This design comes from an exercise in tuning for small area and a short achievable clock period on the open sky130 flow, not from production work.
In this exercise RTL edits were held to simulation tests only and were not proved equivalent to the original.
No run shown here takes its clock network from TritonCTS; it comes from the design's own scripts or RTL.
No driver is modelled on the clock port, so clock power and skew are understated where the tree is cut down; a real chip needs a root buffer or a tree.
Power figures rest on the tool's default switching activity, not on a simulated workload.

==> flow/design.v <==
parameter REAL_DATA_WIDTH = 32;
typedef logic[REAL_DATA_WIDTH-1:0] RealDataType;
function automatic RealDataType unpackReal(input RealDataType arg, input int NUM_BITS);
    if (NUM_BITS > REAL_DATA_WIDTH) begin
        $error("Attempted to grab %d bits from %d bit RealDataType", NUM_BITS, REAL_DATA_WIDTH);
    end
    unpackReal = arg >> (REAL_DATA_WIDTH - NUM_BITS);
endfunction
function automatic RealDataType packReal(input RealDataType arg, input int NUM_BITS);
    if (NUM_BITS > REAL_DATA_WIDTH) begin
        $error("Attempted to pack %d bits in %d bit RealDataType", NUM_BITS, REAL_DATA_WIDTH);
    end
    packReal = arg << (REAL_DATA_WIDTH - NUM_BITS);
endfunction
typedef struct packed {
    RealDataType re;
    RealDataType im;
} ComplexType;
typedef logic[2*REAL_DATA_WIDTH-1:0] ComplexLogicType;
function automatic ComplexLogicType complexToLogic(input ComplexType arg);
    complexToLogic = {arg.im, arg.re};
endfunction
function automatic ComplexType logicToComplex(input ComplexLogicType arg);
    logicToComplex = {arg[2*REAL_DATA_WIDTH-1:REAL_DATA_WIDTH], arg[REAL_DATA_WIDTH-1:0]};
endfunction
`timescale 1ns/1ns
module radix_2_butterfly #(
    parameter DATA_WIDTH = 16
) (
    input  logic       clkIn,
    input  logic       rstIn,
    input  logic       enIn,
    input  logic       validIn,
    input  ComplexType dataIn,
    output logic       validOut,
    output ComplexType dataOut
);
    localparam int LW = DATA_WIDTH / 2;          
    localparam int HW = DATA_WIDTH + 1 - LW;     
    logic       stateR;      
    logic       bInvR;       
    logic [2:0] validR;
    always_ff @(posedge clkIn) begin
        if (rstIn) begin
            stateR <= 1'b0;
            validR <= 3'b000;
        end else if (enIn) begin
            if (validIn) stateR <= ~stateR;
            validR <= {validR[1:0], validIn};
        end
    end
    logic signed [DATA_WIDTH-1:0] inRe, inIm;
    assign inRe = dataIn[63 -: DATA_WIDTH];
    assign inIm = dataIn[31 -: DATA_WIDTH];
    function automatic logic [HW:0] prefixAdd(input logic [HW-1:0] a,
                                              input logic [HW-1:0] b,
                                              input logic cin);
        logic [HW-1:0] p, g, gg, pp, gn, pn;
        p  = a ^ b;
        g  = a & b;
        gg = g;
        pp = p;
        gg[0] = g[0] | (p[0] & cin);
        for (int l = 0; (1 << l) < HW; l++) begin
            gn = gg;
            pn = pp;
            for (int i = 0; i < HW; i++) begin
                if ((i >> l) & 1) begin
                    gn[i] = gg[i] | (pp[i] & gg[((i >> l) << l) - 1]);
                    pn[i] = pp[i] & pp[((i >> l) << l) - 1];
                end
            end
            gg = gn;
            pp = pn;
        end
        prefixAdd = {gg[HW-1], p ^ {gg[HW-2:0], cin}};
    endfunction
    function automatic logic lowCarry(input logic [LW-1:0] a,
                                      input logic [LW-1:0] b,
                                      input logic cin);
        logic [HW:0] s;
        s = prefixAdd(HW'(a), HW'(b), cin);
        lowCarry = s[LW];
    endfunction
    logic signed [DATA_WIDTH-1:0] x0ReR, x0ImR, aReR, aImR, bReR, bImR;
    logic                         cReR, cImR;
    logic signed [DATA_WIDTH:0]   outReR, outImR;
    logic [HW:0] lowRe, lowIm, highRe, highIm;
    assign lowRe  = prefixAdd(HW'(aReR[LW-1:0]), HW'(bReR[LW-1:0]), bInvR);
    assign lowIm  = prefixAdd(HW'(aImR[LW-1:0]), HW'(bImR[LW-1:0]), bInvR);
    assign highRe = prefixAdd({aReR[DATA_WIDTH-1], aReR[DATA_WIDTH-1:LW]},
                              {bReR[DATA_WIDTH-1], bReR[DATA_WIDTH-1:LW]}, cReR);
    assign highIm = prefixAdd({aImR[DATA_WIDTH-1], aImR[DATA_WIDTH-1:LW]},
                              {bImR[DATA_WIDTH-1], bImR[DATA_WIDTH-1:LW]}, cImR);
    always_ff @(posedge clkIn) begin
        if (enIn) begin
            if (stateR) begin
                aReR  <= x0ReR;
                aImR  <= x0ImR;
                bReR  <= inRe;
                bImR  <= inIm;
                bInvR <= 1'b0;
                cReR  <= lowCarry(x0ReR[LW-1:0], inRe[LW-1:0], 1'b0);
                cImR  <= lowCarry(x0ImR[LW-1:0], inIm[LW-1:0], 1'b0);
            end else begin
                x0ReR <= inRe;
                x0ImR <= inIm;
                bReR  <= ~bReR;
                bImR  <= ~bImR;
                bInvR <= ~bInvR;
                cReR  <= lowCarry(aReR[LW-1:0], ~bReR[LW-1:0], ~bInvR);
                cImR  <= lowCarry(aImR[LW-1:0], ~bImR[LW-1:0], ~bInvR);
            end
            outReR <= {highRe[HW-1:0], lowRe[LW-1:0]};
            outImR <= {highIm[HW-1:0], lowIm[LW-1:0]};
        end
    end
    assign dataOut.re = {outReR, {(32-DATA_WIDTH-1){1'b0}}};
    assign dataOut.im = {outImR, {(32-DATA_WIDTH-1){1'b0}}};
    assign validOut   = validR[2];
endmodule
==> flow/flow/run.sh <==
#!/bin/bash
# Layout flow: the standard ORFS flow (standard.sh) with these changes:
#  - synthesis (flow/synth.tcl): synth_recipe.tcl, but ABC maps with
#    flow/abc_delay.script (ORFS's area script with a delay target of
#    ABC_DELAY_PS, so that paths shorter than that are mapped for area);
#    no full/half adder cell extraction before ABC (ADDER_MAP_FILE empty);
#  - resizing may change a cell's footprint (MATCH_CELL_FOOTPRINT=0);
#  - ports buffered with buf_2;
#  - repair_timing aims for SETUP_SLACK_MARGIN of slack;
#  - the clock tree is built by flow/cts_manual.tcl instead of TritonCTS:
#    the clock port drives 2 clkbuf_16, each driving 4 clkbuf_8, each
#    driving the flip-flops of one eighth of the core.
# Each step's output goes to a log file of its own in this folder.
set -euo pipefail
K=(ADDER_MAP_FILE= ABC_AREA=1 MATCH_CELL_FOOTPRINT=0 SETUP_SLACK_MARGIN=1.4
   "BUFFER_PORTS_ARGS=-buffer_cell sky130_fd_sc_hd__buf_2"
   SYNTH_SCRIPT="$PWD/flow/synth.tcl" FLOW_SYNTH_TCL="$PWD/synth_recipe.tcl"
   ABC_SCRIPT_FILE="$PWD/flow/abc_delay.script" ABC_DELAY_PS=1000
   CLK_NLEAF=8 CLK_NROOT=2 CLK_LEAF_CELL=sky130_fd_sc_hd__clkbuf_8)
bash standard.sh "${K[@]}" place > 1_synth_place.log 2>&1
bash standard.sh "${K[@]}" run RUN_SCRIPT="$PWD/flow/cts_manual.tcl" > 2_cts_manual.log 2>&1
bash standard.sh "${K[@]}" finish > 3_route_finish.log 2>&1
==> flow/flow/abc_delay.script <==
strash
dch
map -D {D} -B 0.9
topo
stime -c
buffer -c
upsize -c -D {D}
dnsize -c -D {D}
==> flow/flow/cts_manual.tcl <==
utl::set_metrics_stage "cts__{}"
source $::env(SCRIPTS_DIR)/load.tcl
erase_non_stage_variables cts
load_design 3_place.odb 3_place.sdc

set_dont_use $::env(DONT_USE_CELLS)

proc env_or { name default } {
  if { [info exists ::env($name)] } { return $::env($name) }
  return $default
}
set nleaf [env_or CLK_NLEAF 4]
set nroot [env_or CLK_NROOT 0]
set leafCell [env_or CLK_LEAF_CELL sky130_fd_sc_hd__clkbuf_16]
set rootCell [env_or CLK_ROOT_CELL sky130_fd_sc_hd__clkbuf_16]

set db [ord::get_db]
set block [ord::get_db_block]
set clkNet [$block findNet clkIn]

# split a list of {x y payload} into n groups of equal size
proc split_groups { items n } {
  set groups [list $items]
  set axis 0
  while { [llength $groups] < $n } {
    set out {}
    foreach g $groups {
      set s [lsort -integer -index $axis $g]
      set h [expr {[llength $s] / 2}]
      lappend out [lrange $s 0 [expr {$h - 1}]] [lrange $s $h end]
    }
    set groups $out
    set axis [expr {1 - $axis}]
  }
  return $groups
}

proc centre { g } {
  set sx 0
  set sy 0
  foreach s $g {
    set sx [expr {$sx + [lindex $s 0]}]
    set sy [expr {$sy + [lindex $s 1]}]
  }
  set n [llength $g]
  return [list [expr {$sx / $n}] [expr {$sy / $n}]]
}

# make buffer name of cell at (x, y) driving the pins in items from net in
proc make_buffer { name cell x y items inNet } {
  set db [ord::get_db]
  set block [ord::get_db_block]
  set master [$db findMaster $cell]
  set inst [odb::dbInst_create $block $master $name]
  set net [odb::dbNet_create $block "net_$name"]
  $net setSigType CLOCK
  [$inst findITerm A] connect $inNet
  [$inst findITerm X] connect $net
  foreach s $items {
    set it [lindex $s 2]
    $it disconnect
    $it connect $net
  }
  $inst setLocation [expr {$x - [$master getWidth] / 2}] [expr {$y - [$master getHeight] / 2}]
  $inst setPlacementStatus PLACED
  puts "manual cts: $name ($cell) drives [llength $items] pins around ($x, $y)"
  return [$inst findITerm A]
}

set sinks {}
foreach it [$clkNet getITerms] {
  set bb [[$it getInst] getBBox]
  lappend sinks [list [expr {([$bb xMin] + [$bb xMax]) / 2}] \
                      [expr {([$bb yMin] + [$bb yMax]) / 2}] $it]
}
puts "manual cts: [llength $sinks] sinks, $nleaf leaf buffers, $nroot root buffers"

set leaves {}
set k 0
foreach g [split_groups $sinks $nleaf] {
  lassign [centre $g] cx cy
  set a [make_buffer "clkbuf_leaf_$k" $leafCell $cx $cy $g $clkNet]
  lappend leaves [list $cx $cy $a]
  incr k
}
if { $nroot > 0 } {
  set k 0
  foreach g [split_groups $leaves $nroot] {
    lassign [centre $g] cx cy
    make_buffer "clkbuf_root_$k" $rootCell $cx $cy $g $clkNet
    incr k
  }
}
$clkNet setSigType CLOCK

set_propagated_clock [all_clocks]
estimate_parasitics -placement

set_placement_padding -global \
  -left $::env(CELL_PAD_IN_SITES_DETAIL_PLACEMENT) \
  -right $::env(CELL_PAD_IN_SITES_DETAIL_PLACEMENT)
detailed_placement
estimate_parasitics -placement
report_clock_latency
report_clock_skew

if { !$::env(SKIP_CTS_REPAIR_TIMING) } {
  repair_timing_helper
  detailed_placement
  check_placement -verbose
}

report_metrics 4 "cts final"

orfs_write_db $::env(RESULTS_DIR)/4_1_cts.odb
orfs_write_sdc $::env(RESULTS_DIR)/4_cts.sdc
==> flow/flow/synth.tcl <==
# The standard flow's synthesis script (synth_recipe.tcl), with ABC run on the script
# ABC_SCRIPT_FILE (if set; {D} in it stands for ABC_DELAY_PS) instead of
# ORFS's. Everything else, including synth -nofsm -noshare, the flattening
# and the renaming, is synth_recipe.tcl's.
proc abc {args} {
  if { [info exists ::env(ABC_SCRIPT_FILE)] } {
    set i [lsearch -exact $args -script]
    if { $i >= 0 } {
      set f [open $::env(ABC_SCRIPT_FILE)]
      set text [string map [list "{D}" $::env(ABC_DELAY_PS)] [read $f]]
      close $f
      set out $::env(OBJECTS_DIR)/abc_custom.script
      set f [open $out w]
      puts -nonewline $f $text
      close $f
      lset args [expr {$i + 1}] $out
    }
  }
  yosys abc {*}$args
}
source $::env(FLOW_SYNTH_TCL)
==> flow/standard.sh <==
#!/bin/bash
# synth_recipe.tcl (not shown) runs the flow's synth.tcl, then flattens the netlist and writes it again
# the make line also repeats each setting of config.mk as NAME=value (left out here)
make -C /OpenROAD-flow-scripts/flow DESIGN_CONFIG=/design/flow/config.mk WORK_HOME=/design/flow/orfs CLKGATE_MAP_FILE= SYNTH_SCRIPT=/design/flow/synth_recipe.tcl "${@:-finish}"
==> flow/config.mk <==
export PLATFORM = sky130hd
export DESIGN_NAME = radix_2_butterfly
export DESIGN_NICKNAME = radix_2_butterfly
export VERILOG_FILES = /design/flow/design.v
export SDC_FILE = /design/flow/constraint.sdc
export NUM_CORES = 4
export LEC_CHECK = 0
export CAP_MARGIN = 20
export CORE_MARGIN = 2
export CORE_UTILIZATION = 40
export SLEW_MARGIN = 20
==> flow/constraint.sdc <==
create_clock -name core_clock -period 3.0 [get_ports {clkIn}]
set_input_delay 0.6000 -clock core_clock [delete_from_list [all_inputs] [get_ports {clkIn}]]
set_output_delay 0.6000 -clock core_clock [all_outputs]
set_load 0.01 [all_outputs]
==> metrics.yaml, run 1 <==
run_status:
  status: "complete, no violations"
grt:
  grt_pass1_vias: 3892
  grt_overflow: 0
  track_usage: 0.1272
  grt_max_degree: 70
  grt_pass1_wl_um: 17770
  antenna_found_initial: 0
setup_path:
  crit_fanout: 4
  rr_endpoint: "outImR[12]"
  required_ns: 3.07
  worstSetupPathType: "register to register"
  cp_cell_sequence: "or2_2 -> nand2_1 -> nor2_2 -> nand2_1 -> nand2_2 -> buf_4 -> xor2_1"
  critPathLaunchType: "register"
  critical_path_arrival_ns: 1.63
  critPathCaptureType: "register"
  r2r_slack_ns: 1.44
  max_stage_delay_ns: 0.42
  cpMostUsedCell: "nand2_1"
  worstRegToRegCells: 7
  critPathSlowestCell: "edfxtp_1"
  r2r-start: "bImR[10]"
hold_path:
  min_to: "aImR[12]"
  min_path_cells: 0
  worstHoldPathType: "register to register"
  min_from: "x0ImR[12]"
sta:
  tns_ns: 0
  fin_worst_skew_ns: 0.01043
  slew_viol_final: 0
  relSlewSlack: 0.5602
  worst_pin_slew_ns: 0.6596
  clock.fmax_mhz: 641.1
  fin_crit_ns: 1.560
  rsz0062_at_grt: "true"
  hold_viol: 0
  fin_crit_sh: 0.5200
  finalSetupViolations: 0
synthesis:
  yosys.area_share.adder: 0
  synthXorXnorAreaFrac: 0.02852
  synth_top_family_by_area: "simple AND/OR/NAND/NOR gates"
  synth_top_area_cell: "edfxtp_1"
  ys_types: 18
  muxShareOfSynthArea: 0
  postSynthCellCount: 667
  yosys.area_share.simple: 0.1979
  ys_warn_count: 1
  ys_seq_area_frac: 0.6316
  synthTopCellsByArea: "edfxtp_1 (62%), nand2_1 (12%), inv_1 (4.4%)"
  netlist_area_sq_mm: 0.006450
  yosysTopAreaCellShare: 0.6192
  syn_avg_cell_area_sq_um: 9.670
  synth_compound_area_frac: 0.05820
  synth_seq_cells: 137
detailed_routing:
  avgViaCountPerCell: 4.498
  ant_nets: 0
  drc: 0
  dr_total_vias: 4399
  dr.pass1.iters: 4
  first_iter_violations: 153
  routedWlPerCell_um: 11.86
  routed_wirelength_um: 11600
finish:
  multi_input_area_sq_mm: 0.002072
  fillers: 1505
  layout_common_cells: "nand2_1 (200), edfxtp_1 (133), inv_1 (73)"
  drive_gt1_frac: 0.2008
  nNetsFinal: 832
  diodes: 0
  syn2layout_area_growth_pct: 15.17
  final_area_sq_mm: 0.007428
  seq_area_sq_mm: 0.004078
  mostFrequentLayoutCell: "nand2_1"
power:
  peakVddDrop_v: 0.0001854
  p_leak_uw: 0.003297
  powerDensity_mw_per_mm2: 519.1
  power_uw: 3856
place:
  gp_congestion: 0.7404
  placed_cell_area_sq_mm: 0.006972
  dp_hpwl_um: 7832
  port_buffers: 70
floorplanning:
  start_util: 0.4075
  die_area_sq_mm: 0.01716
  num_io_pins: 133
  design.core.area_sq_mm: 0.01583
  num_rows: 46
  chipWidth_um: 131.0
  die_y_um: 131.0
job:
  cap_violations: 0
clock_network:
  clk_pin_slew_ns: 0.11
  clock_latency_ns: 0.31
## flip-flops by register name, indices dropped and copies added (netlist names)
register and cells:
outReR 17, x0ImR 16, bReR 16, cReR 1, cImR 1, x0ReR 16, bInvR 1, stateR 1
outImR 17, aReR 16, bImR 16, aImR 16, validR 3
## worst max-delay path by stage
stage / startpoint / endpoint / slack (ns) / cells past startpoint
finish: bImR[10] / outImR[12] / 1.44 / 7
global route: bImR[13] / outImR[16] / 1.35 / 8
CTS: bReR[11] / outReR[15] / 1.41 / 9
detailed placement: enIn / aImR[14] / 0.93 / 3
global placement: enIn / aImR[15] / 0.95 / 3
floorplan: enIn / x0ImR[0] / 1.10 / 2
## synth_stat cells
library cell and number:
nand2_1 214, edfxtp_1 133, inv_1 75, nor2_1 67
o21ai_0 55, buf_4 30, nand3_1 22, a21oi_1 17
xor2_1 16, or2_2 13, clkbuf_1 8, xnor2_1 5
dfxtp_1 4, nor3_1 3, nand3b_1 2, a21boi_0 1
conb_1 1, o21bai_1 1
## per-layer routing
metal,track usage,share of wire
met3,0.01466,0.038
met2,0.2374,0.51
met5,0,0
met4,0.01940,0.017
met1,0.1615,0.43
## per-stage QoR
stage / util / cells / worst slack [ns] / hold slack (ns)
after floorplan: - / 696 / 1.097 / 0.4003
after detailed placement: 0.4405 / 947 / 0.9297 / 0.4052
final: 0.4693 / 978 / 1.440 / 0.4193
after global placement: 0.4405 / 947 / 0.9481 / 0.4007
after global routing: 0.4693 / 978 / 1.348 / 0.4329
## power by group
group | internal (uW) | switching, uW | total [uW]
Combinational | 228 | 360 | 588
Sequential | 2290 | 77.2 | 2370
Clock | 364 | 536 | 900
## critical path: cells and delay by family (launching register included)
family	cells	cell delay [ns]
XOR/XNOR	1	0.13
flip-flops	1	0.42
AND/OR/NAND/NOR	5	0.63
buffers and inverters	1	0.15
## cell families after synthesis
| logic type | after synthesis |
|---|---|
| buffers and inverters | 113 |
| xor gates and xnor gates | 21 |
| DFF | 137 |
| AOI/OAI and AO/OA | 74 |
| and+or+nand+nor | 321 |
| other | 1 |
## cell type report
class | instances | area share
well taps | 216 | 0.03638
inverters | 75 | 0.03840
repair buffers | 93 | 0.07479
flip-flops and latches | 137 | 0.5489
multi-input cells | 446 | 0.2789
repair inverters | 1 | 0.001011
plain buffers | 10 | 0.02156
==> run 2: changes to the inputs <==
--- a/flow/flow/run.sh
+++ b/flow/flow/run.sh
@@ -15,7 +15,7 @@
 K=(ADDER_MAP_FILE= ABC_AREA=1 MATCH_CELL_FOOTPRINT=0 SETUP_SLACK_MARGIN=1.4
    "BUFFER_PORTS_ARGS=-buffer_cell sky130_fd_sc_hd__buf_2"
    SYNTH_SCRIPT="$PWD/flow/synth.tcl" FLOW_SYNTH_TCL="$PWD/synth_recipe.tcl"
-   ABC_SCRIPT_FILE="$PWD/flow/abc_delay.script" ABC_DELAY_PS=1000
+   ABC_SCRIPT_FILE="$PWD/flow/abc_delay.script" ABC_DELAY_PS=2500
    CLK_NLEAF=8 CLK_NROOT=2 CLK_LEAF_CELL=sky130_fd_sc_hd__clkbuf_8)
 bash standard.sh "${K[@]}" place > 1_synth_place.log 2>&1
 bash standard.sh "${K[@]}" run RUN_SCRIPT="$PWD/flow/cts_manual.tcl" > 2_cts_manual.log 2>&1
==> metrics.yaml, run 2 <==
synthesis:
  yosys.cell_count.top_type: "nand2_1"  # unchanged
  yosysTopAreaCellShare: 0.6464  # was 0.6192
  postSynthCellCount: 563  # was 667
  ys_types: 28  # was 18
  ys_seq_area_frac: 0.6594  # was 0.6316
  netlist_top_cells_count: "nand2_1 (138), edfxtp_1 (133), nor2_1 (51)"  # was nand2_1 (214), edfxtp_1 (133), inv_1 (75)
  netlist_area_sq_mm: 0.006178  # was 0.006450 sq mm
  ys_warn_count: 1  # unchanged
  async_flop_share: 0  # unchanged
  synth_seq_cells: 137  # unchanged
  synthTopCellsByArea: "edfxtp_1 (65%), nand2_1 (8.4%), xor2_1 (4.4%)"  # was edfxtp_1 (62%), nand2_1 (12%), inv_1 (4.4%)
  syn_avg_cell_area_sq_um: 10.97  # was 9.670 sq um
  yosys_most_used_dff: "edfxtp_1"  # unchanged
  synth_edf_count: 133  # unchanged
  synth_top_area_cell: "edfxtp_1"  # unchanged
grt:
  grt_overflow: 0  # unchanged
  grt_max_degree: 57  # was 70
  grt_pass1_wl_um: 17810  # was 17,770 um
  grt_pass1_vias: 3849  # was 3,892
  track_usage: 0.1337  # was 0.1272
  antenna_found_initial: 1  # was 0
finish:
  fillers: 1359  # was 1,505
  diodes: 0  # unchanged
  nNetsFinal: 751  # was 832
  seq_area_sq_mm: 0.004078  # unchanged
  stdcell_count: 869  # was 978
  layout_common_cells: "edfxtp_1 (133), nand2_1 (120), buf_2 (69)"  # was nand2_1 (200), edfxtp_1 (133), inv_1 (73)
  multi_input_area_sq_mm: 0.001957  # was 0.002072 sq mm
  syn2layout_area_growth_pct: 19.58  # was 15.17%
  reg_top3: "outImR (17), outReR (17)"  # unchanged
  drive_gt1_frac: 0.2614  # was 0.2008
  mostFrequentLayoutCell: "edfxtp_1"  # was nand2_1
detailed_routing:
  routedWlPerCell_um: 13.34  # was 11.86 um
  drc: 0  # unchanged
  dr.pass1.iters: 6  # was 4
  avgViaCountPerCell: 4.704  # was 4.498
  first_iter_violations: 190  # was 153
  ant_nets: 0  # unchanged
  dr_total_vias: 4088  # was 4,399
  routed_wirelength_um: 11590  # was 11,600 um
setup_path:
  critical_path_arrival_ns: 1.84  # was 1.63 ns
  crit_family: "flip-flops"  # was simple AND/OR/NAND/NOR gates
  required_ns: 3.06  # was 3.07 ns
  critPathLaunchType: "register"  # unchanged
  path_buf_inv: 2  # was 1
  critPathCaptureType: "register"  # unchanged
  max_stage_delay_ns: 0.45  # was 0.42 ns
  cpMostUsedCell: "nand2_2"  # was nand2_1
  critPathSlowestCell: "edfxtp_1"  # unchanged
  crit_fanout: 4  # unchanged
  cp_cell_sequence: "xnor2_2 -> o21ai_2 -> nand2_1 -> nand2_2 -> nand3_2 -> o211ai_1 -> buf_4 -> buf_6 -> nand2_2 -> nand2_2 -> xor2_1"  # was or2_2 -> nand2_1 -> nor2_2 -> nand2_1 -> nand2_2 -> buf_4 -> xor2_1
  worstSetupPathType: "register to register"  # unchanged
sta:
  hold_viol: 0  # unchanged
  relSlewSlack: 0.6477  # was 0.5602
  fin_worst_skew_ns: 0.007149  # was 0.01043 ns
  fin_crit_ns: 1.782  # was 1.560 ns
  clock.fmax_mhz: 561.2  # was 641.1 MHz
  rsz0062_at_grt: "true"  # unchanged
  finalSetupViolations: 0  # unchanged
  slew_viol_final: 0  # unchanged
  worst_pin_slew_ns: 0.5284  # was 0.6596 ns
  tns_ns: 0  # unchanged
  fin_crit_sh: 0.5940  # was 0.5200
  worst_hold_slack_ns: 0.4254  # was 0.4193 ns
floorplanning:
  design.core.area_sq_mm: 0.01515  # was 0.01583 sq mm
  die_y_um: 128.3  # was 131.0 um
  die_area_sq_mm: 0.01646  # was 0.01716 sq mm
  num_io_pins: 133  # unchanged
  num_rows: 45  # was 46
  start_util: 0.4079  # was 0.4075
  chipWidth_um: 128.3  # was 131.0 um
clock_network:
  clk_pin_slew_ns: 0.10  # was 0.11 ns
  clock_latency_ns: 0.30  # was 0.31 ns
power:
  powerDensity_mw_per_mm2: 529.0  # was 519.1 mW/mm^2
  peakVddDrop_v: 0.0002831  # was 0.0001854 V
  p_leak_uw: 0.003075  # was 0.003297 uW
place:
  place_inst: 815  # was 947
  dp_hpwl_um: 7611  # was 7832 um
  gp_congestion: 0.8070  # was 0.7404
  port_buffers: 70  # unchanged
run_status:
  status: "complete, no violations"  # unchanged
hold_path:
  worstHoldPathType: "register to register"  # unchanged
job:
  cap_violations: 0  # unchanged
[run 2: metal layers]
metal,global-route usage,part of all wire,vias to the layer above,wire length (um)
met3,0.01586,0.040,22,459
met2,0.2528,0.52,81,6025
li1,-,-,2077,-
met5,0,0.0011,-,13
met1,0.1637,0.42,1906,4860
met4,0.02780,0.020,2,235
[run 2: stage by stage]
step | setup slack [ns] | area (sq um) | utilization | power, uW
floorplan | 1.097 | 6387 | - | 2778
global placement | 0.8941 | 6760 | 0.4463 | 2929
detailed placement | 0.8691 | 6760 | 0.4463 | 2951
global route | 1.110 | 7388 | 0.4878 | 4104
finish | 1.218 | 7388 | 0.4878 | 3909
[run 2: worst register-to-register path, delay by kind of cell, from the launching register on]
| kind | cells | cell delay [ns] |
|---|---|---|
| AOI/OAI and AO/OA | 2 | 0.16 |
| DFF | 1 | 0.45 |
| buffers and inverters | 2 | 0.27 |
| xor gates and xnor gates | 2 | 0.36 |
| and+or+nand+nor | 5 | 0.30 |
[run 2: final cells by class]
cell class,count,area share
flip-flops and latches,137,0.5519
multi-input cells,367,0.2649
repair buffers,116,0.1028
well taps,188,0.03184
inverters,50,0.02591
plain buffers,10,0.02168
repair inverters,1,0.001016
[run 2: report_power, final]
part           switching (uW)  internal (uW)  total (uW)
registers                77.8           2300        2380
clock network             529            363         892
logic                     363            277         640
total                     970           2940        3910
[run 2: worst paths after layout]
kind              startpoint         end  slack, ns  cells after the start
hold reg to reg    x0ReR[11]    aReR[11]       0.43                      0
hold / removal     x0ReR[11]    aReR[11]       0.43                      0
setup reg to reg     bImR[8]  outImR[14]       1.22                     11
setup / recovery     bImR[8]  outImR[14]       1.22                     11
[run 2: kinds of logic after synthesis]
group / share of synthesized area
simple gates: 0.1430
flops: 0.6594
buf+inv: 0.07169
compound gates: 0.07291
xor+xnor: 0.05245
other cells: 0.0006070
==> run 3: changes to the inputs <==
==> flow/flow/run.sh (replaced) <==
#!/bin/bash
# Layout flow: the standard ORFS flow (standard.sh) with these changes:
#  - synthesis: no full/half adder cell extraction before ABC (ADDER_MAP_FILE
#    empty) and ABC's delay-driven mapping script (ABC_AREA=1);
#  - resizing may change a cell's footprint (MATCH_CELL_FOOTPRINT=0);
#  - ports buffered with buf_2;
#  - repair_timing aims for SETUP_SLACK_MARGIN of slack;
#  - the clock tree is built by flow/cts_manual.tcl instead of TritonCTS:
#    the clock port drives 2 clkbuf_16, each driving 4 clkbuf_8, each
#    driving the flip-flops of one eighth of the core.
# Each step's output goes to a log file of its own in this folder.
set -euo pipefail
K=(ADDER_MAP_FILE= ABC_AREA=1 MATCH_CELL_FOOTPRINT=0 SETUP_SLACK_MARGIN=1.4 CORE_UTILIZATION=70
   "BUFFER_PORTS_ARGS=-buffer_cell sky130_fd_sc_hd__buf_2"
   CLK_NLEAF=8 CLK_NROOT=2 CLK_LEAF_CELL=sky130_fd_sc_hd__clkbuf_8)
bash standard.sh "${K[@]}" place > 1_synth_place.log 2>&1
bash standard.sh "${K[@]}" run RUN_SCRIPT="$PWD/flow/cts_manual.tcl" > 2_cts_manual.log 2>&1
bash standard.sh "${K[@]}" finish > 3_route_finish.log 2>&1
removed: flow/flow/abc_delay.script
removed: flow/flow/synth.tcl
==> metrics.yaml, run 3 <==
synthesis:
  synth_top_family_by_area: "simple AND/OR/NAND/NOR gates"  # unchanged
  yosys.cell_count.top_type: "nand2_1"  # unchanged
  synth_edf_count: 133  # unchanged
  postSynthCellCount: 667  # was 563
  netlist_area_sq_mm: 0.006536  # was 0.006178 sq mm
  synth_compound_area_frac: 0.05800  # was 0.07290
  netlist_top_cells_count: "nand2_1 (194), edfxtp_1 (133), inv_1 (70)"  # was nand2_1 (138), edfxtp_1 (133), nor2_1 (51)
  ys_warn_count: 1  # unchanged
  yosysTopAreaCellShare: 0.6110  # was 0.6464
  synthXorXnorAreaFrac: 0.02814  # was 0.05245
  ys_types: 27  # was 28
  syn_avg_cell_area_sq_um: 9.800  # was 10.97 sq um
  ys_seq_area_frac: 0.6233  # was 0.6594
  synth_top_area_cell: "edfxtp_1"  # unchanged
  synthTopCellsByArea: "edfxtp_1 (61%), nand2_1 (11%), inv_1 (4.0%)"  # was edfxtp_1 (65%), nand2_1 (8.4%), xor2_1 (4.4%)
  yosys.area_share.adder: 0  # unchanged
  synth_seq_cells: 137  # unchanged
  muxShareOfSynthArea: 0  # unchanged
  async_flop_share: 0  # unchanged
  yosys_most_used_dff: "edfxtp_1"  # unchanged
  yosys.area_share.simple: 0.2079  # was 0.1430
floorplanning:
  start_util: 0.7141  # was 0.4079
  num_rows: 35  # was 45
  design.core.area_sq_mm: 0.009153  # was 0.01515 sq mm
  num_io_pins: 133  # unchanged
  die_y_um: 100.6  # was 128.3 um
  chipWidth_um: 100.6  # was 128.3 um
  die_area_sq_mm: 0.01013  # was 0.01646 sq mm
setup_path:
  required_ns: 3.07  # was 3.06 ns
  crit_start: "bImR[13]"  # was bImR[8]
  r2r-start: "bImR[13]"  # was bImR[8]
  critPathCaptureType: "register"  # unchanged
  critPathLaunchType: "register"  # unchanged
  r2r_slack_ns: 1.47  # was 1.22 ns
  critical_path_arrival_ns: 1.60  # was 1.84 ns
  crit_fanout: 4  # unchanged
  worstSetupPathType: "register to register"  # unchanged
hold_path:
  worstHoldPathType: "register to register"  # unchanged
  min_from: "x0ImR[14]"  # was x0ReR[11]
grt:
  grt_use_met2: 0.4031  # was 0.2528
  track_usage: 0.2145  # was 0.1337
  grt_max_degree: 69  # was 57
  grt_pass1_vias: 4215  # was 3,849
  grt_util_met1: 0.2607  # was 0.1637
  grt_overflow: 0  # unchanged
  grt_pass1_wl_um: 17750  # was 17,810 um
  grtUsageMet3: 0.02219  # was 0.01586
  grt_most_used_layer: "met2"  # unchanged
  antenna_found_initial: 0  # was 1
place:
  dp_hpwl_um: 7592  # was 7611 um
  gp_congestion: 0.7963  # was 0.8070
  place_inst: 842  # was 815
  port_buffers: 70  # unchanged
clock_network:
  clock_latency_ns: 0.30  # about the same
  clk_pin_slew_ns: 0.10  # about the same
finish:
  diodes: 0  # unchanged
  reg_top3: "outImR (17), outReR (17)"  # unchanged
  fillers: 582  # was 1,359
  nNetsFinal: 820  # was 751
  seq_area_sq_mm: 0.004075  # was 0.004078 sq mm
  syn2layout_area_growth_pct: 10.57  # was 19.58%
  stdcell_count: 861  # was 869
  drive_gt1_frac: 0.1947  # was 0.2614
  layout_common_cells: "nand2_1 (190), edfxtp_1 (133), buf_2 (70)"  # was edfxtp_1 (133), nand2_1 (120), buf_2 (69)
  mostFrequentLayoutCell: "nand2_1"  # was edfxtp_1
  multi_input_area_sq_mm: 0.002116  # was 0.001957 sq mm
detailed_routing:
  ant_nets: 0  # unchanged
  routed_wirelength_um: 11060  # was 11,590 um
  drc: 0  # unchanged
  first_iter_violations: 154  # was 190
  routedWlPerCell_um: 12.84  # was 13.34 um
  dr.pass1.iters: 4  # was 6
  dr_total_vias: 4411  # was 4,088
  avgViaCountPerCell: 5.123  # was 4.704
sta:
  rsz0062_at_grt: "true"  # unchanged
  tns_ns: 0  # unchanged
  worst_hold_slack_ns: 0.4204  # was 0.4254 ns
  fin_crit_sh: 0.5113  # was 0.5940
  fin_crit_ns: 1.534  # was 1.782 ns
  finalSetupViolations: 0  # unchanged
  slew_viol_final: 0  # unchanged
  worst_pin_slew_ns: 0.5900  # was 0.5284 ns
  hold_viol: 0  # unchanged
  relSlewSlack: 0.6066  # was 0.6477
  clock.fmax_mhz: 651.9  # was 561.2 MHz
  fin_worst_skew_ns: 0.01202  # was 0.007149 ns
job:
  cap_violations: 0  # unchanged
power:
  power_uw: 3825  # was 3909 uW
  p_leak_uw: 0.003224  # was 0.003075 uW
  peakVddDrop_v: 0.0004535  # was 0.0002831 V
  powerDensity_mw_per_mm2: 529.2  # was 529.0 mW/mm^2
run_status:
  status: "complete, no violations"  # unchanged
-- run 3: cell types whose count changed after synthesis, moves of 9 or more --
| cell | change |
|---|---|
| xor2_1 | -15 |
| inv_1 | +20 |
| nand2_1 | +56 |
| or2_1 | +9 |
| nand2_2 | +18 |
| nor2_1 | +9 |
-- run 3: final cells by class --
class	count	area share
Multi-Input combinational cell	446	0.2928
Timing Repair Buffer	81	0.06146
Timing Repair inverter	1	0.001039
Sequential cell	137	0.5639
Tap cell	111	0.01922
Inverter	75	0.03947
Buffer	10	0.02216
-- run 3: critical path, cell delays in order (launching register included) --
cell,delay [ns]
edfxtp_1,0.44
nand2_1,0.09
inv_2,0.04
nor2_2,0.18
a21oi_2,0.10
o21ai_0,0.21
inv_1,0.10
nand3_2,0.09
nand2_1,0.05
-- run 3: per-stage QoR --
step	util	setup slack, ns	cell area, sq um
after global routing	0.7896	1.366	7227
after floorplan	-	1.097	6653
after global placement	0.7554	0.9750	6914
final	0.7896	1.466	7227
after detailed placement	0.7554	0.9441	6914
-- run 3: path summary, 6_finish.rpt --
kind	end	cells after the start
worst max-delay path	outImR[16]	8
worst min-delay path	aImR[14]	0
worst max register to register	outImR[16]	8
worst min register to register	aImR[14]	0
-- run 3: layer usage --
layer | part of all wire | wire (um)
met1 | 0.40 | 4471
met2 | 0.52 | 5765
met3 | 0.050 | 554
met4 | 0.024 | 265
met5 | 0 | 0
-- run 3: power by group --
part           internal [uW]  total [uW]  switching (uW)
logic                    216         586             370
clock network            363         873             510
registers               2290        2370            73.5
total                   2870        3820             954
-- run 3: logic make-up (layout without fill, tap and decap cells) --
group,Yosys count,after routing
AOI/OAI and AO/OA,74,74
xor gates and xnor gates,21,21
buffers and inverters,113,167
DFF,137,137
and+or+nand+nor,321,321
other,1,30
==> run 4: changes to the inputs <==
--- a/flow/flow/run.sh
+++ b/flow/flow/run.sh
@@ -10,9 +10,9 @@
 #    driving the flip-flops of one eighth of the core.
 # Each step's output goes to a log file of its own in this folder.
 set -euo pipefail
-K=(ADDER_MAP_FILE= ABC_AREA=1 MATCH_CELL_FOOTPRINT=0 SETUP_SLACK_MARGIN=1.4 CORE_UTILIZATION=70
+K=(ADDER_MAP_FILE= ABC_AREA=1 MATCH_CELL_FOOTPRINT=0 SETUP_SLACK_MARGIN=1.4
    "BUFFER_PORTS_ARGS=-buffer_cell sky130_fd_sc_hd__buf_2"
-   CLK_NLEAF=8 CLK_NROOT=2 CLK_LEAF_CELL=sky130_fd_sc_hd__clkbuf_8)
+   CLK_NLEAF=8 CLK_NROOT=4 CLK_LEAF_CELL=sky130_fd_sc_hd__clkbuf_8)
 bash standard.sh "${K[@]}" place > 1_synth_place.log 2>&1
 bash standard.sh "${K[@]}" run RUN_SCRIPT="$PWD/flow/cts_manual.tcl" > 2_cts_manual.log 2>&1
 bash standard.sh "${K[@]}" finish > 3_route_finish.log 2>&1
==> metrics.yaml, run 4 <==
detailed_routing:
  dr_total_vias: 4397  # was 4,411
  routedWlPerCell_um: 12.01  # was 12.84 um
  drc: 0  # unchanged
  dr.pass1.iters: 6  # was 4
  routed_wirelength_um: 11690  # was 11,060 um
  ant_nets: 0  # unchanged
  first_iter_violations: 165  # was 154
  avgViaCountPerCell: 4.519  # was 5.123
setup_path:
  critPathLaunchType: "register"  # unchanged
  max_stage_delay_ns: 0.43  # was 0.44 ns
  path_buf_inv: 1  # was 2
  critPathCaptureType: "register"  # unchanged
  crit_fanout: 6  # was 4
  critical_path_arrival_ns: 1.54  # was 1.60 ns
  required_ns: 3.05  # was 3.07 ns
  cpMostUsedCell: "nand2_1"  # unchanged
  worstSetupPathType: "register to register"  # unchanged
  crit_family: "simple AND/OR/NAND/NOR gates"  # was flip-flops
  critPathSlowestCell: "edfxtp_1"  # unchanged
  cp_cell_sequence: "inv_2 -> nand2_1 -> nand3_1 -> nand2_2 -> nand2_1 -> nand2_2 -> nand2_1 -> nand2_1 -> nand2_1 -> nand2_1"  # was nand2_1 -> inv_2 -> nor2_2 -> a21oi_2 -> o21ai_0 -> inv_1 -> nand3_2 -> nand2_1
finish:
  mostFrequentLayoutCell: "nand2_1"  # unchanged
  fillers: 1505  # was 582
  stdcell_count: 973  # was 861
  postLayoutCoreUtil: 0.4659  # was 0.7896
  nNetsFinal: 827  # was 820
  reg_top3: "outImR (17), outReR (17)"  # unchanged
  layout_common_cells: "nand2_1 (190), edfxtp_1 (133), inv_1 (69), buf_2 (69), nor2_1 (57)"  # was nand2_1 (190), edfxtp_1 (133), buf_2 (70)
  drive_gt1_frac: 0.1889  # was 0.1947
  diodes: 0  # unchanged
  syn2layout_area_growth_pct: 13.65  # was 10.57%
grt:
  antenna_found_initial: 0  # unchanged
  track_usage: 0.1259  # was 0.2145
  grt_pass1_wl_um: 18690  # was 17,750 um
  grt_overflow: 0  # unchanged
  grt_pass1_vias: 4206  # was 4,215
  grt_max_degree: 68  # was 69
sta:
  rsz0062_at_grt: "true"  # unchanged
  fin_crit_sh: 0.4971  # was 0.5113
  fin_crit_ns: 1.491  # was 1.534 ns
  layout_setup_ws_ns: 1.509  # was 1.466 ns
  worst_pin_slew_ns: 0.6439  # was 0.5900 ns
  slew_viol_final: 0  # unchanged
  tns_ns: 0  # unchanged
  worst_hold_slack_ns: 0.4243  # was 0.4204 ns
  hold_viol: 0  # unchanged
  fin_worst_skew_ns: 0.01185  # was 0.01202 ns
  relSlewSlack: 0.5708  # was 0.6066
  finalSetupViolations: 0  # unchanged
  clock.fmax_mhz: 670.6  # was 651.9 MHz
synthesis:
  netlist_top_cells_count: "nand2_1 (194), edfxtp_1 (133), inv_1 (70)"  # unchanged
  ys_types: 27  # unchanged
  yosys_most_used_dff: "edfxtp_1"  # unchanged
  postSynthCellCount: 667  # unchanged
  synthTopCellsByArea: "edfxtp_1 (61%), nand2_1 (11%), inv_1 (4.0%)"  # unchanged
  syn_avg_cell_area_sq_um: 9.800  # unchanged
  yosysTopAreaCellShare: 0.6110  # unchanged
  ys_seq_area_frac: 0.6233  # unchanged
  synth_seq_cells: 137  # unchanged
  synth_top_area_cell: "edfxtp_1"  # unchanged
  yosys.cell_count.top_type: "nand2_1"  # unchanged
  synth_edf_count: 133  # unchanged
  ys_warn_count: 1  # unchanged
  netlist_area_sq_mm: 0.006536  # unchanged
  async_flop_share: 0  # unchanged
place:
  dp_slack_ns: 1.089  # was 0.9441 ns
  dp_hpwl_um: 8160  # was 7592 um
  gp_congestion: 0.7996  # was 0.7963
  place_inst: 949  # was 842
  port_buffers: 70  # unchanged
floorplanning:
  die_y_um: 131.8  # was 100.6 um
  num_rows: 46  # was 35
  die_area_sq_mm: 0.01738  # was 0.01013 sq mm
  chipWidth_um: 131.8  # was 100.6 um
  design.core.area_sq_mm: 0.01594  # was 0.009153 sq mm
  start_util: 0.4100  # was 0.7141
  num_io_pins: 133  # unchanged
power:
  powerDensity_mw_per_mm2: 530.9  # was 529.2 mW/mm^2
  p_leak_uw: 0.003278  # was 0.003224 uW
  peakVddDrop_v: 0.0002897  # was 0.0004535 V
run_status:
  status: "complete, no violations"  # unchanged
clock_network:
  clk_pin_slew_ns: 0.11  # was 0.10 ns
  clock_latency_ns: 0.28  # was 0.30 ns
job:
  cap_violations: 0  # unchanged
hold_path:
  worstHoldPathType: "register to register"  # unchanged
## run 4: path summary, 6_finish.rpt
kind | from | to | depth (start not counted) | slack, ns
setup / recovery | bInvR | outImR[6] | 10 | 1.51
setup reg to reg | bInvR | outImR[6] | 10 | 1.51
hold / removal | x0ImR[15] | aImR[15] | 0 | 0.42
hold reg to reg | x0ImR[15] | aImR[15] | 0 | 0.42
## run 4: cell families after synthesis
| group | count (synthesis) | synth area share |
|---|---|---|
| compound gates | 74 | 0.05800 |
| xor+xnor | 21 | 0.02814 |
| buf+inv | 113 | 0.08212 |
| flops | 137 | 0.6233 |
| other cells | 1 | 0.0005737 |
| simple gates | 321 | 0.2079 |
## run 4: final cells by class
type | instances | area [sq um] | share of cell area
well taps | 216 | 270.3 | 0.03638
inverters | 75 | 285.3 | 0.03840
repair buffers | 87 | 513.0 | 0.06906
multi-input cells | 446 | 2072 | 0.2789
plain buffers | 12 | 210.2 | 0.02830
flip-flops and latches | 137 | 4078 | 0.5489
## run 4: power by group
part | internal [uW] | switching, uW | total (uW) | leakage [uW]
Combinational | 221 | 361 | 582 | 0.00186
Clock | 476 | 517 | 992 | 0.000107
Sequential | 2290 | 77.8 | 2370 | 0.00131
Total | 2990 | 955 | 3940 | 0.00328
## run 4: layer usage
layer  global-route usage  part of all wire
met4              0.02114             0.015
met5                    0                 0
met1               0.1470              0.40
met3              0.01653             0.046
met2               0.2478              0.54
## run 4: through the flow
step / area (sq um) / total power [uW]
after floorplan: 6653 / 2797
after global placement: 7076 / 2946
after detailed placement: 7076 / 2975
after global routing: 7428 / 4144
final: 7428 / 3944
## run 4: worst register-to-register path: cells and delay by family (launching register included)
| family | cells | cell delay [ns] |
|---|---|---|
| buffers and inverters | 1 | 0.15 |
| DFF | 1 | 0.43 |
| and+or+nand+nor | 9 | 0.68 |
==> run 5: changes to the inputs <==
--- a/flow/flow/run.sh
+++ b/flow/flow/run.sh
@@ -12,7 +12,7 @@
 set -euo pipefail
 K=(ADDER_MAP_FILE= ABC_AREA=1 MATCH_CELL_FOOTPRINT=0 SETUP_SLACK_MARGIN=1.4
    "BUFFER_PORTS_ARGS=-buffer_cell sky130_fd_sc_hd__buf_2"
-   CLK_NLEAF=8 CLK_NROOT=4 CLK_LEAF_CELL=sky130_fd_sc_hd__clkbuf_8)
+   CLK_NLEAF=8 CLK_NROOT=4 CLK_LEAF_CELL=sky130_fd_sc_hd__clkbuf_16)
 bash standard.sh "${K[@]}" place > 1_synth_place.log 2>&1
 bash standard.sh "${K[@]}" run RUN_SCRIPT="$PWD/flow/cts_manual.tcl" > 2_cts_manual.log 2>&1
 bash standard.sh "${K[@]}" finish > 3_route_finish.log 2>&1
==> metrics.yaml, run 5 <==
power:
  p_leak_uw: 0.003300  # was 0.003278 uW
  powerDensity_mw_per_mm2: 561.6  # was 530.9 mW/mm^2
  peakVddDrop_v: 0.0003314  # was 0.0002897 V
place:
  gp_congestion: 0.7996  # unchanged
  port_buffers: 70  # unchanged
  dp_hpwl_um: 8160  # unchanged
  place_inst: 949  # unchanged
synthesis:
  synth_edf_count: 133  # unchanged
  synth_top_area_cell: "edfxtp_1"  # unchanged
  synth_seq_cells: 137  # unchanged
  syn_avg_cell_area_sq_um: 9.800  # unchanged
  yosys.cell_count.top_type: "nand2_1"  # unchanged
  ys_seq_area_frac: 0.6233  # unchanged
  yosys_most_used_dff: "edfxtp_1"  # unchanged
  async_flop_share: 0  # unchanged
  ys_types: 27  # unchanged
  postSynthCellCount: 667  # unchanged
  netlist_area_sq_mm: 0.006536  # unchanged
  ys_warn_count: 1  # unchanged
  yosysTopAreaCellShare: 0.6110  # unchanged
  synthTopCellsByArea: "edfxtp_1 (61%), nand2_1 (11%), inv_1 (4.0%)"  # unchanged
  netlist_top_cells_count: "nand2_1 (194), edfxtp_1 (133), inv_1 (70)"  # unchanged
sta:
  relSlewSlack: 0.5699  # was 0.5708
  clock.fmax_mhz: 676.0  # was 670.6 MHz
  rsz0062_at_grt: "true"  # unchanged
  worst_hold_slack_ns: 0.4177  # was 0.4243 ns
  fin_crit_ns: 1.479  # was 1.491 ns
  finalSetupViolations: 0  # unchanged
  fin_crit_sh: 0.4931  # was 0.4971
  hold_viol: 0  # unchanged
  slew_viol_final: 0  # unchanged
  tns_ns: 0  # unchanged
  fin_worst_skew_ns: 0.01397  # was 0.01185 ns
  worst_pin_slew_ns: 0.6451  # was 0.6439 ns
run_status:
  status: "complete, no violations"  # unchanged
setup_path:
  required_ns: 3.03  # was 3.05 ns
  rr_endpoint: "outImR[6]"  # unchanged
  r2r_slack_ns: 1.52  # was 1.51 ns
  r2r-start: "bImR[2]"  # was bInvR
  cp_cell_sequence: "nor2_1 -> nor2_4 -> nand2_1 -> inv_1 -> nand2_1 -> nand2_2 -> nand2_1 -> nand2_1 -> nand2_1 -> nand2_1"  # was inv_2 -> nand2_1 -> nand3_1 -> nand2_2 -> nand2_1 -> nand2_2 -> nand2_1 -> nand2_1 -> nand2_1 -> nand2_1
  worstRegToRegCells: 10  # unchanged
  crit_cells: 10  # unchanged
  crit_family: "simple AND/OR/NAND/NOR gates"  # unchanged
  crit_fanout: 4  # was 6
  crit_path_end: "outImR[6]"  # unchanged
  worstSetupPathType: "register to register"  # unchanged
  crit_start: "bImR[2]"  # was bInvR
  critPathLaunchType: "register"  # unchanged
  critPathCaptureType: "register"  # unchanged
  max_stage_delay_ns: 0.45  # was 0.43 ns
  cpMostUsedCell: "nand2_1"  # unchanged
  critical_path_arrival_ns: 1.51  # was 1.54 ns
  critPathSlowestCell: "edfxtp_1"  # unchanged
  path_buf_inv: 1  # unchanged
floorplanning:
  num_rows: 46  # unchanged
  design.core.area_sq_mm: 0.01594  # unchanged
  chipWidth_um: 131.8  # unchanged
  num_io_pins: 133  # unchanged
  die_area_sq_mm: 0.01738  # unchanged
  die_y_um: 131.8  # unchanged
  start_util: 0.4100  # unchanged
grt:
  grt_overflow: 0  # unchanged
  grt_max_degree: 68  # unchanged
  grt_pass1_vias: 4213  # was 4,206
  track_usage: 0.1258  # was 0.1259
  grt_pass1_wl_um: 18670  # was 18,690 um
  antenna_found_initial: 0  # unchanged
detailed_routing:
  dr_total_vias: 4377  # was 4,397
  ant_nets: 0  # unchanged
  routed_wirelength_um: 11630  # was 11,690 um
  avgViaCountPerCell: 4.517  # was 4.519
  dr.pass1.iters: 4  # was 6
  drc: 0  # unchanged
  first_iter_violations: 167  # was 165
  routedWlPerCell_um: 12.00  # was 12.01 um
finish:
  seq_area_sq_mm: 0.004078  # unchanged
  layout_common_cells: "nand2_1 (190), edfxtp_1 (133), inv_1 (69), buf_2 (69), nor2_1 (57)"  # unchanged
  mostFrequentLayoutCell: "nand2_1"  # unchanged
  diodes: 0  # unchanged
  reg_top3: "outImR (17), outReR (17)"  # unchanged
  syn2layout_area_growth_pct: 14.57  # was 13.65%
  multi_input_area_sq_mm: 0.002072  # unchanged
  fillers: 1492  # was 1,505
  stdcell_count: 969  # was 973
  nNetsFinal: 823  # was 827
  drive_gt1_frac: 0.1846  # was 0.1889
job:
  cap_violations: 0  # unchanged
clock_network:
  clock_latency_ns: 0.27  # was 0.28 ns
  clk_pin_slew_ns: 0.07  # was 0.11 ns
hold_path:
  worstHoldPathType: "register to register"  # unchanged
  min_from: "x0ImR[15]"  # unchanged
[run 5: cell types whose count changed in the layout (fill, tap and decap cells not counted)]
cell,previous run,this run
buf_4,14,10
clkbuf_16,4,12
clkbuf_8,8,0
[run 5: power by group]
group	leakage (uW)	internal [uW]	switching, uW	total, uW
Clock	0.000148	710	550	1260
Sequential	0.00131	2290	77.6	2370
Combinational	0.00184	216	359	575
Total	0.00330	3220	987	4210
[run 5: area by class of cell]
type,count,share of cell area
Timing Repair Buffer,83,0.06449
Inverter,75,0.03810
Sequential cell,137,0.5445
Tap cell,216,0.03609
Buffer,12,0.04010
Multi-Input combinational cell,446,0.2767
[run 5: stage by stage]
stage	setup slack (ns)	power, uW	utilization	cell area [sq um]
2_1_floorplan	1.097	2797	-	6653
3_3_place_gp	1.113	2946	0.4438	7076
3_5_place_dp	1.089	2975	0.4438	7076
5_1_grt	1.390	4404	0.4697	7488
6_report	1.521	4205	0.4697	7488
[run 5: how the worst min path moves through the flow]
| stage | endpoint | slack, ns | depth (start not counted) |
|---|---|---|---|
| 6_report | aImR[15] | 0.42 | 0 |
| 5_1_grt | aImR[14] | 0.43 | 0 |
| 4_1_cts | aImR[15] | 0.42 | 0 |
| 3_5_place_dp | aReR[15] | 0.41 | 0 |
| 3_3_place_gp | aImR[15] | 0.40 | 0 |
| 2_1_floorplan | aImR[10] | 0.40 | 0 |
[run 5: cells by family after synthesis]
| kind of cell | after synthesis | share of synthesized area |
|---|---|---|
| other | 1 | 0.0005737 |
| buffers and inverters | 113 | 0.08212 |
| and+or+nand+nor | 321 | 0.2079 |
| AOI/OAI and AO/OA | 74 | 0.05800 |
| xor gates and xnor gates | 21 | 0.02814 |
| DFF | 137 | 0.6233 |
[run 5: worst register-to-register path: stages, from the launching register on]
cell,delay (ns)
edfxtp_1,0.45
nor2_1,0.21
nor2_4,0.07
nand2_1,0.06
inv_1,0.04
nand2_1,0.06
nand2_2,0.08
nand2_1,0.10
nand2_1,0.06
nand2_1,0.06
nand2_1,0.05
[run 5: per-layer routing]
layer / track usage / vias up / part of all wire
li1: - / 2279 / -
met1: 0.1463 / 2012 / 0.41
met2: 0.2475 / 72 / 0.53
met3: 0.01653 / 14 / 0.040
met4: 0.02295 / 0 / 0.017
met5: 0 / - / 0
==> run 6: changes to the inputs <==
--- a/flow/flow/run.sh
+++ b/flow/flow/run.sh
@@ -12,7 +12,7 @@
 set -euo pipefail
 K=(ADDER_MAP_FILE= ABC_AREA=1 MATCH_CELL_FOOTPRINT=0 SETUP_SLACK_MARGIN=1.4
    "BUFFER_PORTS_ARGS=-buffer_cell sky130_fd_sc_hd__buf_2"
-   CLK_NLEAF=8 CLK_NROOT=4 CLK_LEAF_CELL=sky130_fd_sc_hd__clkbuf_16)
+   CLK_NLEAF=8 CLK_NROOT=2 CLK_LEAF_CELL=sky130_fd_sc_hd__clkbuf_8)
 bash standard.sh "${K[@]}" place > 1_synth_place.log 2>&1
 bash standard.sh "${K[@]}" run RUN_SCRIPT="$PWD/flow/cts_manual.tcl" > 2_cts_manual.log 2>&1
 bash standard.sh "${K[@]}" finish > 3_route_finish.log 2>&1
==> metrics.yaml, run 6 <==
setup_path:
  worstSetupPathType: "register to register"  # unchanged
  crit_fanout: 6  # was 4
  critPathLaunchType: "register"  # unchanged
  critPathCaptureType: "register"  # unchanged
  critical_path_arrival_ns: 1.57  # was 1.51 ns
  required_ns: 3.07  # was 3.03 ns
finish:
  diodes: 0  # unchanged
  final_area_sq_mm: 0.007376  # was 0.007488 sq mm
  stdcell_count: 971  # was 969
  syn2layout_area_growth_pct: 12.84  # was 14.57%
  mostFrequentLayoutCell: "nand2_1"  # unchanged
  layout_common_cells: "nand2_1 (190), edfxtp_1 (133), inv_1 (69), buf_2 (69), nor2_1 (58)"  # was nand2_1 (190), edfxtp_1 (133), inv_1 (69), buf_2 (69), nor2_1 (57)
  drive_gt1_frac: 0.1854  # was 0.1846
  reg_top3: "outImR (17), outReR (17)"  # unchanged
  nNetsFinal: 825  # was 823
  postLayoutCoreUtil: 0.4626  # was 0.4697
synthesis:
  ys_warn_count: 1  # unchanged
  yosys.cell_count.top_type: "nand2_1"  # unchanged
  ys_types: 27  # unchanged
  postSynthCellCount: 667  # unchanged
  yosysTopAreaCellShare: 0.6110  # unchanged
  yosys_most_used_dff: "edfxtp_1"  # unchanged
  synthTopCellsByArea: "edfxtp_1 (61%), nand2_1 (11%), inv_1 (4.0%)"  # unchanged
  synth_seq_cells: 137  # unchanged
  netlist_area_sq_mm: 0.006536  # unchanged
  async_flop_share: 0  # unchanged
  syn_avg_cell_area_sq_um: 9.800  # unchanged
  ys_seq_area_frac: 0.6233  # unchanged
  synth_edf_count: 133  # unchanged
  netlist_top_cells_count: "nand2_1 (194), edfxtp_1 (133), inv_1 (70)"  # unchanged
  synth_top_area_cell: "edfxtp_1"  # unchanged
grt:
  grt_pass1_wl_um: 18640  # was 18,670 um
  grt_pass1_vias: 4190  # was 4,213
  track_usage: 0.1258  # about the same
  grt_use_met2: 0.2478  # was 0.2475
  antenna_found_initial: 0  # unchanged
  grtUsageMet3: 0.01615  # was 0.01653
  grt_overflow: 0  # unchanged
  grt_most_used_layer: "met2"  # unchanged
  grt_util_met1: 0.1465  # was 0.1463
  grt_max_degree: 68  # unchanged
sta:
  hold_viol: 0  # unchanged
  worst_pin_slew_ns: 0.6450  # was 0.6451 ns
  finalSetupViolations: 0  # unchanged
  tns_ns: 0  # unchanged
  fin_worst_skew_ns: 0.009371  # was 0.01397 ns
  rsz0062_at_grt: "true"  # unchanged
  relSlewSlack: 0.5700  # was 0.5699
  slew_viol_final: 0  # unchanged
  fin_crit_sh: 0.4989  # was 0.4931
  clock.fmax_mhz: 668.1  # was 676.0 MHz
  fin_crit_ns: 1.497  # was 1.479 ns
power:
  power_frac_seq: 0.616  # was 0.564
  combPwrFrac: 0.151  # was 0.137
  p_sw_frac: 0.2521  # was 0.2347
  peakVddDrop_v: 0.0002048  # was 0.0003314 V
  internal_power_uw: 2876  # was 3219 uW
  p_leak_uw: 0.003254  # was 0.003300 uW
  clkPwrFrac: 0.233  # was 0.300
  powerDensity_mw_per_mm2: 521.3  # was 561.6 mW/mm^2
  p_switching_uw: 969.3  # was 986.8 uW
clock_network:
  clock_latency_ns: 0.30  # was 0.27 ns
  clk_pin_slew_ns: 0.11  # was 0.07 ns
detailed_routing:
  ant_nets: 0  # unchanged
  first_iter_violations: 154  # was 167
  routed_wirelength_um: 11650  # was 11,630 um
  drc: 0  # unchanged
  avgViaCountPerCell: 4.523  # was 4.517
  dr.pass1.iters: 4  # unchanged
  routedWlPerCell_um: 12.00  # about the same
  dr_total_vias: 4392  # was 4,377
floorplanning:
  die_y_um: 131.8  # unchanged
  start_util: 0.4100  # unchanged
  design.core.area_sq_mm: 0.01594  # unchanged
  num_rows: 46  # unchanged
  die_area_sq_mm: 0.01738  # unchanged
  num_io_pins: 133  # unchanged
  chipWidth_um: 131.8  # unchanged
place:
  gp_congestion: 0.7996  # unchanged
  placed_cell_area_sq_mm: 0.007076  # unchanged
  port_buffers: 70  # unchanged
  dp_hpwl_um: 8160  # unchanged
  place_inst: 949  # unchanged
job:
  cap_violations: 0  # unchanged
hold_path:
  worstHoldPathType: "register to register"  # unchanged
run_status:
  status: "complete, no violations"  # unchanged
==> run 6: cell counts after synthesis <==
Identical to the previous run, type by type.
==> run 6: cell type report <==
cell class | count | area, sq um
multi-input combinational | 446 | 2069
inverter | 75 | 285.3
tap | 216 | 270.3
sequential | 137 | 4078
buffer | 10 | 160.2
fill | 1511 | 8567
timing repair buffer | 87 | 513.0
==> run 6: worst paths after layout <==
kind / startpoint / end / slack, ns / depth (start not counted)
worst min-delay path: x0ImR[15] / aImR[15] / 0.42 / 0
worst max-delay path: bInvR / outImR[6] / 1.50 / 10
worst max register to register: bInvR / outImR[6] / 1.50 / 10
worst min register to register: x0ImR[15] / aImR[15] / 0.42 / 0
==> run 6: power groups by stage <==
stage | Clock (uW) | Combinational, uW | Sequential [uW]
final | 894 | 581 | 2370
after global routing | 993 | 661 | 2390
after CTS | 941 | 556 | 2370
after detailed placement | 0 | 556 | 2420
after global placement | 0 | 536 | 2410
after floorplan | 0 | 375 | 2420
==> run 6: stage by stage <==
step	total power, uW	setup slack [ns]	hold slack [ns]
after floorplan	2797	1.097	0.4003
after global placement	2946	1.113	0.4013
after detailed placement	2975	1.089	0.4052
after global routing	4042	1.382	0.4412
final	3845	1.503	0.4246
==> run 6: metal layers <==
| layer | wire, um | share of wire |
|---|---|---|
| met1 | 4789 | 0.41 |
| met3 | 454 | 0.039 |
| met5 | 0 | 0 |
| met4 | 209 | 0.018 |
| met2 | 6199 | 0.53 |
==> run 6: worst max-delay path, cell delays in order (launching register included) <==
cell,delay (ns)
edfxtp_1,0.44
inv_2,0.15
nand2_1,0.09
nand3_1,0.10
nand2_2,0.07
nand2_1,0.07
nand2_2,0.08
nand2_1,0.09
nand2_1,0.06
nand2_1,0.06
nand2_1,0.05
==> run 6: kinds of logic after synthesis <==
family	Yosys count	synth area share
compound gates	74	0.05800
xor+xnor	21	0.02814
buf+inv	113	0.08212
flops	137	0.6233
other cells	1	0.0005737
simple gates	321	0.2079
==> run 7: changes to the inputs <==
--- a/flow/design.v
+++ b/flow/design.v
@@ -39,6 +39,7 @@
     localparam int HW = DATA_WIDTH + 1 - LW;     
     logic       stateR;      
     logic       bInvR;       
+    logic       bNotInvR;    
     logic [2:0] validR;
     always_ff @(posedge clkIn) begin
         if (rstIn) begin
@@ -87,7 +88,7 @@
     logic signed [DATA_WIDTH:0]   outReR, outImR;
     logic [HW:0] lowRe, lowIm, highRe, highIm;
     assign lowRe  = prefixAdd(HW'(aReR[LW-1:0]), HW'(bReR[LW-1:0]), bInvR);
-    assign lowIm  = prefixAdd(HW'(aImR[LW-1:0]), HW'(bImR[LW-1:0]), bInvR);
+    assign lowIm  = prefixAdd(HW'(aImR[LW-1:0]), HW'(bImR[LW-1:0]), ~bNotInvR);
     assign highRe = prefixAdd({aReR[DATA_WIDTH-1], aReR[DATA_WIDTH-1:LW]},
                               {bReR[DATA_WIDTH-1], bReR[DATA_WIDTH-1:LW]}, cReR);
     assign highIm = prefixAdd({aImR[DATA_WIDTH-1], aImR[DATA_WIDTH-1:LW]},
@@ -100,6 +101,7 @@
                 bReR  <= inRe;
                 bImR  <= inIm;
                 bInvR <= 1'b0;
+                bNotInvR <= 1'b1;
                 cReR  <= lowCarry(x0ReR[LW-1:0], inRe[LW-1:0], 1'b0);
                 cImR  <= lowCarry(x0ImR[LW-1:0], inIm[LW-1:0], 1'b0);
             end else begin
@@ -108,8 +110,9 @@
                 bReR  <= ~bReR;
                 bImR  <= ~bImR;
                 bInvR <= ~bInvR;
+                bNotInvR <= ~bNotInvR;
                 cReR  <= lowCarry(aReR[LW-1:0], ~bReR[LW-1:0], ~bInvR);
-                cImR  <= lowCarry(aImR[LW-1:0], ~bImR[LW-1:0], ~bInvR);
+                cImR  <= lowCarry(aImR[LW-1:0], ~bImR[LW-1:0], bNotInvR);
             end
             outReR <= {highRe[HW-1:0], lowRe[LW-1:0]};
             outImR <= {highIm[HW-1:0], lowIm[LW-1:0]};
==> metrics.yaml, run 7 <==
grt:
  grt_use_met2: 0.2549  # was 0.2478
  grt_max_degree: 70  # was 68
  grt_overflow: 0  # unchanged
  grtUsageMet3: 0.02191  # was 0.01615
  grt_pass1_wl_um: 18910  # was 18,640 um
  track_usage: 0.1292  # was 0.1258
  antenna_found_initial: 2  # was 0
  grt_pass1_vias: 4138  # was 4,190
  grt_util_met1: 0.1467  # was 0.1465
  grt_most_used_layer: "met2"  # unchanged
sta:
  hold_viol: 0  # unchanged
  relSlewSlack: 0.5619  # was 0.5700
  rsz0062_at_grt: "true"  # unchanged
  fin_worst_skew_ns: 0.01023  # was 0.009371 ns
  tns_ns: 0  # unchanged
  fin_crit_sh: 0.5022  # was 0.4989
  layout_setup_ws_ns: 1.494  # was 1.503 ns
  fin_crit_ns: 1.506  # was 1.497 ns
  worst_pin_slew_ns: 0.6572  # was 0.6450 ns
  slew_viol_final: 0  # unchanged
  finalSetupViolations: 0  # unchanged
  clock.fmax_mhz: 663.8  # was 668.1 MHz
power:
  powerDensity_mw_per_mm2: 525.2  # was 521.3 mW/mm^2
  p_leak_uw: 0.003236  # was 0.003254 uW
  power_uw: 3858  # was 3845 uW
  peakVddDrop_v: 0.0002211  # was 0.0002048 V
hold_path:
  worstHoldPathType: "register to register"  # unchanged
finish:
  nNetsFinal: 820  # was 825
  syn2layout_area_growth_pct: 12.04  # was 12.84%
  reg_top3: "outImR (17), outReR (17)"  # unchanged
  layout_common_cells: "nand2_1 (196), edfxtp_1 (134), inv_1 (73)"  # was nand2_1 (190), edfxtp_1 (133), inv_1 (69), buf_2 (69), nor2_1 (58)
  mostFrequentLayoutCell: "nand2_1"  # unchanged
  drive_gt1_frac: 0.1853  # was 0.1854
  stdcell_count: 967  # was 971
synthesis:
  postSynthCellCount: 668  # was 667
  yosys.cell_count.top_type: "nand2_1"  # unchanged
  yosysTopAreaCellShare: 0.6136  # was 0.6110
  netlist_area_sq_mm: 0.006558  # was 0.006536 sq mm
  muxShareOfSynthArea: 0  # unchanged
  synth_edf_count: 134  # was 133
  yosys.area_share.adder: 0  # unchanged
  synth_seq_cells: 138  # was 137
  yosys_most_used_dff: "edfxtp_1"  # unchanged
  yosys.area_share.simple: 0.2089  # was 0.2079
  synth_top_family_by_area: "simple AND/OR/NAND/NOR gates"  # unchanged
  ys_types: 29  # was 27
  async_flop_share: 0  # unchanged
  synth_top_area_cell: "edfxtp_1"  # unchanged
  synthXorXnorAreaFrac: 0.02805  # was 0.02814
  ys_warn_count: 1  # unchanged
  synth_compound_area_frac: 0.05457  # was 0.05800
  netlist_top_cells_count: "nand2_1 (201), edfxtp_1 (134), inv_1 (74)"  # was nand2_1 (194), edfxtp_1 (133), inv_1 (70)
  synthTopCellsByArea: "edfxtp_1 (61%), nand2_1 (12%), inv_1 (4.2%)"  # was edfxtp_1 (61%), nand2_1 (11%), inv_1 (4.0%)
  syn_avg_cell_area_sq_um: 9.817  # was 9.800 sq um
  ys_seq_area_frac: 0.6258  # was 0.6233
setup_path:
  critPathSlowestCell: "edfxtp_1"  # unchanged
  max_stage_delay_ns: 0.43  # was 0.44 ns
  crit_fanout: 1  # was 6
  critPathCaptureType: "primary output"  # was register
  required_ns: 2.40  # was 3.07 ns
  cp_cell_sequence: "buf_2"  # was inv_2 -> nand2_1 -> nand3_1 -> nand2_2 -> nand2_1 -> nand2_2 -> nand2_1 -> nand2_1 -> nand2_1 -> nand2_1
  critical_path_arrival_ns: 0.91  # was 1.57 ns
  worstSetupPathType: "register to primary output"  # was register to register
  crit_family: "flip-flops"  # was simple AND/OR/NAND/NOR gates
  critPathLaunchType: "register"  # unchanged
  path_buf_inv: 1  # unchanged
place:
  place_inst: 948  # was 949
  port_buffers: 70  # unchanged
  gp_congestion: 0.7769  # was 0.7996
  dp_hpwl_um: 7751  # was 8160 um
  dp_slack_ns: 0.9304  # was 1.089 ns
detailed_routing:
  routedWlPerCell_um: 11.89  # was 12.00 um
  routed_wirelength_um: 11490  # was 11,650 um
  ant_nets: 0  # unchanged
  avgViaCountPerCell: 4.469  # was 4.523
  dr_total_vias: 4322  # was 4,392
  drc: 0  # unchanged
  dr.pass1.iters: 5  # was 4
  first_iter_violations: 227  # was 154
floorplanning:
  die_area_sq_mm: 0.01743  # was 0.01738 sq mm
  design.core.area_sq_mm: 0.01594  # unchanged
  chipWidth_um: 132.0  # was 131.8 um
  die_y_um: 132.0  # was 131.8 um
  num_io_pins: 133  # unchanged
  start_util: 0.4113  # was 0.4100
  num_rows: 46  # unchanged
job:
  cap_violations: 0  # unchanged
clock_network:
  clk_pin_slew_ns: 0.11  # about the same
  clock_latency_ns: 0.31  # was 0.30 ns
run_status:
  status: "complete, no violations"  # unchanged
run 7: per-layer routing:
metal | wire (um) | part of all wire
met3 | 525 | 0.046
met4 | 221 | 0.019
met5 | 10 | 0.00087
met1 | 4721 | 0.41
met2 | 6015 | 0.52
run 7: through the flow:
step                      hold WS [ns]    util  instance area [sq um]
after global placement          0.4012  0.4441                   7081
after detailed placement        0.4052  0.4441                   7081
after floorplan                 0.4003       -                   6679
final                           0.4234  0.4608                   7347
after global routing            0.4299  0.4607                   7345
run 7: final cells by class:
type | instances | area, sq um
Fill cell | 1521 | 8596
Sequential cell | 138 | 4105
Multi-Input combinational cell | 446 | 2068
Timing Repair Buffer | 80 | 447.9
Inverter | 75 | 285.3
Tap cell | 216 | 270.3
Buffer | 10 | 160.2
Timing Repair inverter | 1 | 7.507
Antenna cell | 1 | 2.502
run 7: final timing paths:
path | start | cells past startpoint | slack, ns | to
setup / recovery | outImR[0] | 1 | 1.49 | dataOut[15]
hold / removal | x0ImR[13] | 0 | 0.42 | aImR[13]
setup reg to reg | bReR[14] | 7 | 1.52 | outReR[15]
hold reg to reg | x0ImR[13] | 0 | 0.42 | aImR[13]
run 7: cells by family (layout without fill, tap and decap cells):
group	after synthesis	in the layout
compound gates	68	68
xor+xnor	21	21
buf+inv	113	166
flops	138	138
other cells	1	31
simple gates	327	327
run 7: where the power goes:
group          internal (uW)  total (uW)  switching [uW]
combinational            212         573             361
sequential              2310        2380            71.8
clock                    364         905             541
total                   2880        3860             974

what the ideal ports hide:
In the flow no input, the clock included, has a driving cell. The finished layouts below were timed again as built, in two steps.
Step 1: set_driving_cell puts a clkbuf_16 on clkIn and a buf_2 on each other input, an assumption about the parent block.
Step 2 times the ports against the registers' clock, not the clock port: input delays grow and output delays shrink by t, the midpoint of the rising clock arrivals with the driver on.
Three values: no drivers, after step 1, after step 2; two values: the first two.
| run | shift t [ns] | setup slack, ns |
|---|---|---|
| run 1 | 0.353 | 1.440 / 1.440 / 1.146 |
| run 2 | 0.359 | 1.218 / 1.218 / 1.169 |
| run 3 | 0.350 | 1.466 / 1.466 / 1.168 |
| run 4 | 0.362 | 1.509 / 1.445 / 1.297 |
| run 5 | 0.352 | 1.521 / 1.466 / 1.294 |
| run 6 | 0.352 | 1.503 / 1.451 / 1.306 |
| run 7 | 0.360 | 1.494 / 1.437 / 1.174 |
After both steps every run listed still meets setup and hold.
